This is an optimization exercise on Yosys and OpenROAD, whose aim is small area and a short achievable clock period, not a production implementation.
Function was checked by simulation only, so behaviour that the tests miss may differ from the original.
Power is estimated from default activity; no workload was simulated.

==> flow/design.v <==
`timescale 1ns / 10ps
`timescale 1ns / 10ps
module PC1(
       clk,
		 rst,       
		 nextPC,		 
		 currPC);
		 input clk,rst;		 
		 input [5 - 1:0]nextPC;		  
		 output reg [5 - 1:0]currPC;
		always @(posedge clk)
	 begin
    	if (rst) begin
       	 	currPC <= 0;
    	end else begin
        	 currPC <= nextPC+1; 
    end
	end
endmodule	
`timescale 1ns / 10ps
`timescale 1ns / 1ps
module IF_ID_stage(
    clk,
    rst,
    instruction_in,
    instruction_out
    );
    input clk,rst;
    input [32-1:0] instruction_in;
    output reg [32-1:0] instruction_out;
    always @(posedge clk)
    begin
        if(rst)
            begin
                instruction_out<=0;
            end
     else
        begin
            instruction_out<=instruction_in;
        end
     end
endmodule
`timescale 1ns / 10ps
module control(
  input [5:0] inst_cntrl, 
  output reg wen_cntrl,
  output reg alusrc_cntrl,
  output reg regdst_cntrl,
  output reg [2:0] aluop_cntrl
  );
  always@(inst_cntrl)
  begin
    case(inst_cntrl)
			6'b000000: begin
					wen_cntrl=1;
					alusrc_cntrl=0;
					regdst_cntrl=1;
					aluop_cntrl=inst_cntrl[2:0];
			end
        6'b000001: begin
                wen_cntrl=1;
					 alusrc_cntrl=0;
					 regdst_cntrl=1;
                aluop_cntrl=inst_cntrl[2:0];
        end
        6'b000010: begin
                wen_cntrl=1;
					 alusrc_cntrl=0;
					 regdst_cntrl=1;
                aluop_cntrl=inst_cntrl[2:0];
        end
        6'b000011: begin
                wen_cntrl=1;
					 alusrc_cntrl=0;
					 regdst_cntrl=1;
                aluop_cntrl=inst_cntrl[2:0];
        end
        6'b000100: begin
                wen_cntrl=1;
					 alusrc_cntrl=0;
					 regdst_cntrl=1;
                aluop_cntrl=inst_cntrl[2:0];
        end
        6'b000101: begin
                wen_cntrl=1;
					 alusrc_cntrl=0;
					 regdst_cntrl=1;
                aluop_cntrl=inst_cntrl[2:0];
			end
		6'b000110: begin
                wen_cntrl=1;
					 alusrc_cntrl=1;
					 regdst_cntrl=0;
                aluop_cntrl=inst_cntrl[2:0];
        end
		default: begin
				wen_cntrl=1; 
				alusrc_cntrl=0;
				regdst_cntrl=1;
				aluop_cntrl=inst_cntrl[2:0];
		end	
    endcase
  end
endmodule
`timescale 1ns / 10ps
`timescale 1ns / 1ps
module regfile (
	clk,
	rst,
	wen,
	raddr1, 
	raddr2, 
	waddr, 
	wdata, 
	rdata1,
	rdata2
	);
	input clk;
	input rst;
	input wen;
	input [5-1:0] raddr1; 
	input [5-1:0] raddr2; 
	input [5-1:0] waddr; 
	input [32-1:0] wdata; 
	output [32-1:0] rdata1;
	output [32-1:0] rdata2;
	reg [32-1:0] regdata [0:32-1];
integer i;
	always@(posedge clk)
		begin
			if(rst)
				begin
					for (i=0; i<32; i=i+1)
					regdata[i] <=0;
					regdata[8] <=5; 
					regdata[3] <=2;
				end
			else
				regdata[waddr] <= (wen == 1) ? wdata : regdata[waddr]; 
		end
	assign rdata1 = ((wen) && (waddr == raddr1)) ? wdata : regdata[raddr1]; 
	assign rdata2 = ((wen) && (waddr == raddr2)) ? wdata : regdata[raddr2];
endmodule 
`timescale 1ns / 1ps
module signextender(
    input [15:0] input_16,
    output reg [31:0] output_32
);
always @(*) begin
    if (input_16[15] == 1'b1)  
        output_32 = {16'b11111111_11111111, input_16};  
    else  
        output_32 = {16'b00000000_00000000, input_16};  
end
endmodule
`timescale 1ns / 10ps
module ID_EXE_stage (
clk,  rst, aluop_cntrl,rdata1,rdata2,signextender, waddr, aluop_cntrl_out, alusrc_cntrl, 
alusrc_cntrl_out,
rdata1_out , rdata2_out, signextender_out, waddr_out 
);
    input clk, rst;
    input [2:0] aluop_cntrl;
    input [0:0] alusrc_cntrl;
    input [32-1:0] rdata1;
    input [32-1:0] rdata2;
    input [32-1:0] signextender;
    input [5-1:0] waddr;
    output reg [2:0] aluop_cntrl_out;
    output reg [0:0] alusrc_cntrl_out;
    output reg [32-1:0] rdata1_out;
    output reg [32-1:0] rdata2_out;
    output reg [32-1:0] signextender_out; 
    output reg [5-1:0] waddr_out;
always @(posedge clk)
    begin
        if(rst)
            begin
                aluop_cntrl_out <=0;
                alusrc_cntrl_out <=0;
                rdata1_out <=0;
                rdata2_out <=0;
                signextender_out <=0;
                waddr_out <=0;
            end
     else
        begin
            aluop_cntrl_out <=aluop_cntrl;
            alusrc_cntrl_out <=alusrc_cntrl;
            rdata1_out <=rdata1;
            rdata2_out <=rdata2;
            signextender_out <=signextender;
            waddr_out <=waddr;
        end
     end
endmodule
`timescale 1ns / 10ps
module alu(
   a,    
   b,    
   op,    
   out    
   );
   input [32-1:0] a, b;
   input [2:0] op;
   output reg [32-1:0] out;
always @(a or b or op )
begin
   case(op)
       6'b000000: out = a+b;
       6'b000001: out = a - b;
       6'b000010: out = a & b;
       6'b000011:  out = a^b;
       6'b000100: out = a<=b;
       6'b000101: out = a*b;
       6'b000110: out = a+b;
default: out = 0;  
   endcase
end
endmodule
`timescale 1ns / 10ps
`timescale 1ns / 1ps
module ID_IMEM_stage(
    clk,
    rst,
    waddr,
    alures,
    waddr_out,
    alures_out
    );
    input clk,rst;
    input [5-1:0] waddr;
    input [32-1:0] alures;
    output reg [5-1:0] waddr_out;
    output reg [32-1:0] alures_out;
    always @(posedge clk)
    begin
        if(rst)
            begin
                waddr_out<=0;
                alures_out<=0;
            end
     else
        begin
            waddr_out<=waddr;
            alures_out<=alures;
        end
     end
endmodule
`timescale 1ns / 10ps
`timescale 1ns / 1ps
module datapath_mux (
	clk,
	rst,
	inst,
	aluout2
);
input		  clk;
input		  rst;
input  [32-1:0] inst;
output  [32-1:0] aluout2;
wire [2:0]	aluop;
wire alusrc;
wire [2:0]	aluop_output;
wire alusrc_output;
wire regDST;
wire wen;
wire [32-1:0] rdata1;
wire [32-1:0] rdata2;
wire [32-1:0] wdata_out_in;
wire [32-1:0] rdata1_output;
wire [32-1:0] rdata2_output;
wire [32-1:0] wdata_out;
wire [5-1:0] waddr_out;
wire [5-1:0] waddr2_out;
wire [15:0] signextend_input = inst[15:0];
wire [31:0] signextend_output;
wire [31:0] signextend2_output;
wire [32-1:0] aluout;
wire [32-1:0]rdata2_imm=alusrc_output ? signextend2_output : rdata2_output; 
wire [5-1:0]waddr_regDST=regDST ? inst[15:11] : inst[20:16]; 
control C0
(.inst_cntrl(inst[31:26]),.wen_cntrl(wen),.alusrc_cntrl(alusrc),.regdst_cntrl(regDST),.aluop_cntrl(aluop));
regfile RF0
(.clk(clk),.rst(rst),.wen(wen),.raddr1(inst[25:21]),.raddr2(inst[20:16]),.waddr(waddr2_out),.wdata(aluout2),.rdata1(rdata1),.rdata2(rdata2));
signextender S0(
     .input_16(signextend_input),
     .output_32(signextend_output)
);
ID_EXE_stage IE0 (
.clk(clk),  .rst(rst), .aluop_cntrl(aluop),.rdata1(rdata1),.rdata2(rdata2),.signextender(signextend_output), .waddr(waddr_regDST), .aluop_cntrl_out(aluop_output), .alusrc_cntrl(alusrc), 
.alusrc_cntrl_out(alusrc_output),
.rdata1_out(rdata1_output) , .rdata2_out(rdata2_output), .signextender_out(signextend2_output), .waddr_out(waddr_out) 
);
alu ALU0
(.a(rdata1_output),.b(rdata2_imm),.op(aluop_output),.out(aluout));
ID_IMEM_stage IM0(
    .clk(clk),
    .rst(rst),
    .waddr(waddr_out),
    .alures(aluout),
    .waddr_out(waddr2_out),
    .alures_out(aluout2)
    );
endmodule  
`timescale 1ns / 1ps
`timescale 1ns / 10ps
module pipelined_4stage(clk, rst, imem_addr, imem_data, aluout);
input clk;				
input rst;
output [32-1:0] aluout;
output [5-1:0] imem_addr;	 
input  [32-1:0] imem_data;	 
wire [5-1:0] PCount;
wire [32-1:0] Mem_data_output;
wire [32-1:0] IFID_output;
PC1 PC0(
       .clk(clk),
		 .rst(rst),       
		 .nextPC(PCount),		 
		 .currPC(PCount)
		 );
assign imem_addr = PCount;
assign Mem_data_output = imem_data;
IF_ID_stage ID0(
    .clk(clk),
    .rst(rst),
    .instruction_in(Mem_data_output),
    .instruction_out(IFID_output)
    );
datapath_mux D0(
	.clk(clk),
	.rst(rst),
	.inst(IFID_output),
	.aluout2(aluout)
);
endmodule
==> flow/run.sh <==
#!/bin/bash
# synth_recipe.tcl (not shown) runs the flow's synth.tcl, then flattens the netlist and writes it again
# the make line also repeats each setting of config.mk as NAME=value (left out here)
make -C /OpenROAD-flow-scripts/flow DESIGN_CONFIG=/design/flow/config.mk WORK_HOME=/design/flow/orfs CLKGATE_MAP_FILE= SYNTH_SCRIPT=/design/flow/synth_recipe.tcl finish
==> flow/config.mk <==
export PLATFORM = sky130hd
export DESIGN_NAME = pipelined_4stage
export DESIGN_NICKNAME = pipelined_4stage
export VERILOG_FILES = /design/flow/design.v
export SDC_FILE = /design/flow/constraint.sdc
export NUM_CORES = 4
export LEC_CHECK = 0
export CAP_MARGIN = 20
export CORE_MARGIN = 2
export CORE_UTILIZATION = 40
export SLEW_MARGIN = 20
==> flow/constraint.sdc <==
create_clock -name core_clock -period 10.0 [get_ports {clk}]
set_input_delay 2.0000 -clock core_clock [delete_from_list [all_inputs] [get_ports {clk}]]
set_output_delay 2.0000 -clock core_clock [all_outputs]
set_load 0.01 [all_outputs]
==> qor.yml <==
slew_viol_final: 0
die-width_um: 442
tns_ns: 0
ios: 71
post_cts_buffers: 0
layout.nets: 6574
ff_latch_area_sq_um: 34100
ir_worst_vdd_mv: 0.176
rsz0062_at_grt: "false"
gp_congestion: 0.958
p_total_uw: 14700
fin_util_pct: 44.4
h-tree-depth: 4
yosys-mux-area-fraction_pct: 20.3
cts_buffers: 133
synth-simple-area-share_pct: 11.6
synthCells: 6070
tightest_slew_ns: 1.18
fp-row-count: 160
avgSynthCellArea_sq_um: 12.7
cts_tree: "built"
synthFlopType: "edfxtp_1"
vias: 51594
worstPathArrival_ns: 9.44
netSwitchingFraction_pct: 31.8
max_slew_margin_pct: 21.3
synthXorXnorAreaFrac_pct: 1.40
path_max_fanout: 19
die-area_sq_um: 196000
leakagePower_uw: 0.0304
max_stage_delay_ns: 0.65
synthToLayoutAreaGrowth_pct: 10.0
routedWlPerCell_um: 30.0
clkLatencyLatePin_ns: 0.78
fill_cells: 17251
cp-end-kind: "flop"
die-height_um: 442
drv_cap: 0
final_common_cell: "nor2_1"
clock.fmax_ghz: 0.114
preCtsSetupSlack_ns: 1.39
first_pass_iters: 6
async_reset_ff_share_pct: 0
hold_ws_ns: 0.439
cts_buffer_depth: 3
synth_edf_count: 1024
mappedNetlistNets: 6702
critPathRequiredTime_ns: 10.69
seq_area_frac_synth_pct: 44.2
multiInputGateArea_sq_um: 39400
grt_max_degree: 111
path_clk_slew_ns: 0.06
fin_skew_ns: 0.0232
routed_wirelength_um: 257000
yosysWarnings: 8
worst-setup-path-type: "reg2reg"
vias_per_cell: 6.03
setup-violations-final: 0
status: "timing/DRC/antenna clean"
cts_hold_buf: 0
synth_compound_area_share_pct: 3.97
ys_types: 91
hpwl_um: 165000
power_density_nw_per_um2: 174
synth_fa_ha_area_share_pct: 13.7
route.detailed.drc: 0
synth_top_family_by_area: "multiplexers"
root_buffer: "clkbuf_16"
port_buffers: 70
period_share_pct: 87.5
fin_ws_ns: 1.25
hold_violations: 0
grt_pass1_wl_um: 372000
start_util_pct: 40.3
clockPowerShare_pct: 33.4
combPwrFrac_pct: 26.4
final_layout_size_suffix_gt1_share_pct: 19.1
cts_resized: 0
ys_ff_latch: 1187
grt_pass1_vias: 53129
cts.sinks: 1187
p_int_uw: 10000
min_path_type: "reg2reg"
track_usage_pct: 26.2
period_minus_slack_ns: 8.75
crit_path_frequent_cell: "fa_1"
grt-ovfl-total: 0
critPathLaunchType: "flop"
cp_slowest_cell: "dfxtp_2"
ant_nets: 0
mostFrequentLayoutCells: "nor2_1, edfxtp_1, mux4_2"
netlist_area_sq_um: 76900
grt_antenna_before_repair: 14
drt_iter0_markers: 6151
power.net_switching_uw: 4680
core-area_sq_um: 191000
seq_power_share_pct: 40.1
synth_stat cells (all sizes together) (10+ instances only):
| library cell | n | area share [%] |
|---|---|---|
| a211oi | 75 | 0.73 |
| a21o | 29 | 0.28 |
| a21oi | 115 | 0.94 |
| a221oi | 11 | 0.13 |
| a22oi | 10 | 0.098 |
| a31oi | 27 | 0.22 |
| and2 | 283 | 2.3 |
| buf | 165 | 0.96 |
| clkbuf | 331 | 1.6 |
| dfxtp | 163 | 4.2 |
| edfxtp | 1024 | 40 |
| fa | 410 | 11 |
| ha | 188 | 3.1 |
| inv | 458 | 2.2 |
| mux2i | 98 | 1.4 |
| mux4 | 640 | 19 |
| nand2 | 314 | 1.5 |
| nand2b | 77 | 0.63 |
| nand3 | 18 | 0.12 |
| nand4 | 12 | 0.098 |
| nor2 | 1195 | 5.8 |
| nor2b | 70 | 0.57 |
| nor3 | 26 | 0.18 |
| o21ai | 66 | 0.43 |
| o22ai | 13 | 0.11 |
| xnor2 | 86 | 0.99 |
| xor2 | 33 | 0.38 |
cell families (layout without fill, tap and decap cells):
family / after synthesis / in the layout
DFF: 1187 / 1187
and+or+nand+nor: 2026 / 2026
muxes: 746 / 746
AOI/OAI and AO/OA: 437 / 437
xor gates and xnor gates: 120 / 120
other: 0 / 4
adders and majority gates: 598 / 598
buffers and inverters: 956 / 933
sequential cells by signal, summed over array words and instances, names as in the netlist:
signal / flops
D0.IE0.aluop_cntrl_out: 3
D0.IM0.alures_out: 32
ID0.instruction_out: 32
D0.IE0.signextender_out: 16
D0.IE0.rdata1_out: 32
D0.IE0.alusrc_cntrl_out: 1
D0.RF0.regdata: 1024
D0.IE0.rdata2_out: 32
PC0.currPC: 5
D0.IM0.waddr_out: 5
D0.IE0.waddr_out: 5
per-layer routing:
layer  track usage (%)  share of wire [%]
met1              33.6                 37
met2              43.5                 49
met3              5.81                 10
met4              9.97                4.1
met5                 0              0.036
through the flow:
step           instance area [sq um]  std cells
6_report                       84600       8562
5_1_grt                        84600       8558
4_1_cts                        84600       8558
3_5_place_dp                   80200       8318
3_3_place_gp                   80200       8318
2_1_floorplan                  76900       6070
worst paths after layout:
check | slack [ns] | from | cells after the start | end
max | 1.25 | D0.IE0.alusrc_cntrl_out | 29 | D0.IM0.alures_out[31]
max reg2reg | 1.25 | D0.IE0.alusrc_cntrl_out | 29 | D0.IM0.alures_out[31]
min | 0.44 | ID0.instruction_out[7] | 1 | D0.IE0.signextender_out[7]
min reg2reg | 0.44 | ID0.instruction_out[7] | 1 | D0.IE0.signextender_out[7]
critical path: cells and delay by family (launching register included):
family,cells,cell delay (ns)
XOR/XNOR,1,0.17
AO/OA/AOI/OAI,8,1.78
flip-flops,1,0.65
multiplexers,1,0.36
AND/OR/NAND/NOR,2,0.52
buffers and inverters,8,1.27
adder cells (fa/ha/maj),9,3.88
area by class of cell:
cell class	count	area share [%]
antenna	4	0.0118
clock inverter	67	0.729
tap	2511	3.71
clock buffer	173	4.38
sequential	1187	40.3
inverter	460	2.05
multi-input combinational	3927	46.5
timing repair buffer	233	2.29
power by group through the flow:
stage	Clock [uW]	Combinational, uW	Sequential, uW
2_1_floorplan	0	2660	5810
6_report	4920	3880	5900
5_1_grt	5150	4210	5920
4_1_cts	4970	3850	5900
3_5_place_dp	0	3800	6000
3_3_place_gp	0	3800	5990

==> re-timing with driven ports <==
The results above use ideal ports. As a check the final layout listed here was re-extracted and re-timed, cells and wires unchanged.
Step 1, drivers: a clkbuf_16 drives clk and a buf_2 each remaining input, both assumed.
Step 2 moves the port delays by t, midway between the first and last clock arrival at a register: inputs arrive t later, outputs are due t later. That takes back most of the time a late clock gives input paths.
Slacks: ideal ports / drivers / drivers and shift; pairs: ideal ports / drivers.
shift t [ns]: 0.851
setup slack, ns: 1.252 / 1.252 / 1.252
worst slew at a driven data input, ns: 0.06
pins driven straight from the clock port: 1
After both steps this run still meets setup and hold. For this run, drivers alone change the setup slack by 0.000 ns; drivers and shift together by 0.000 ns.
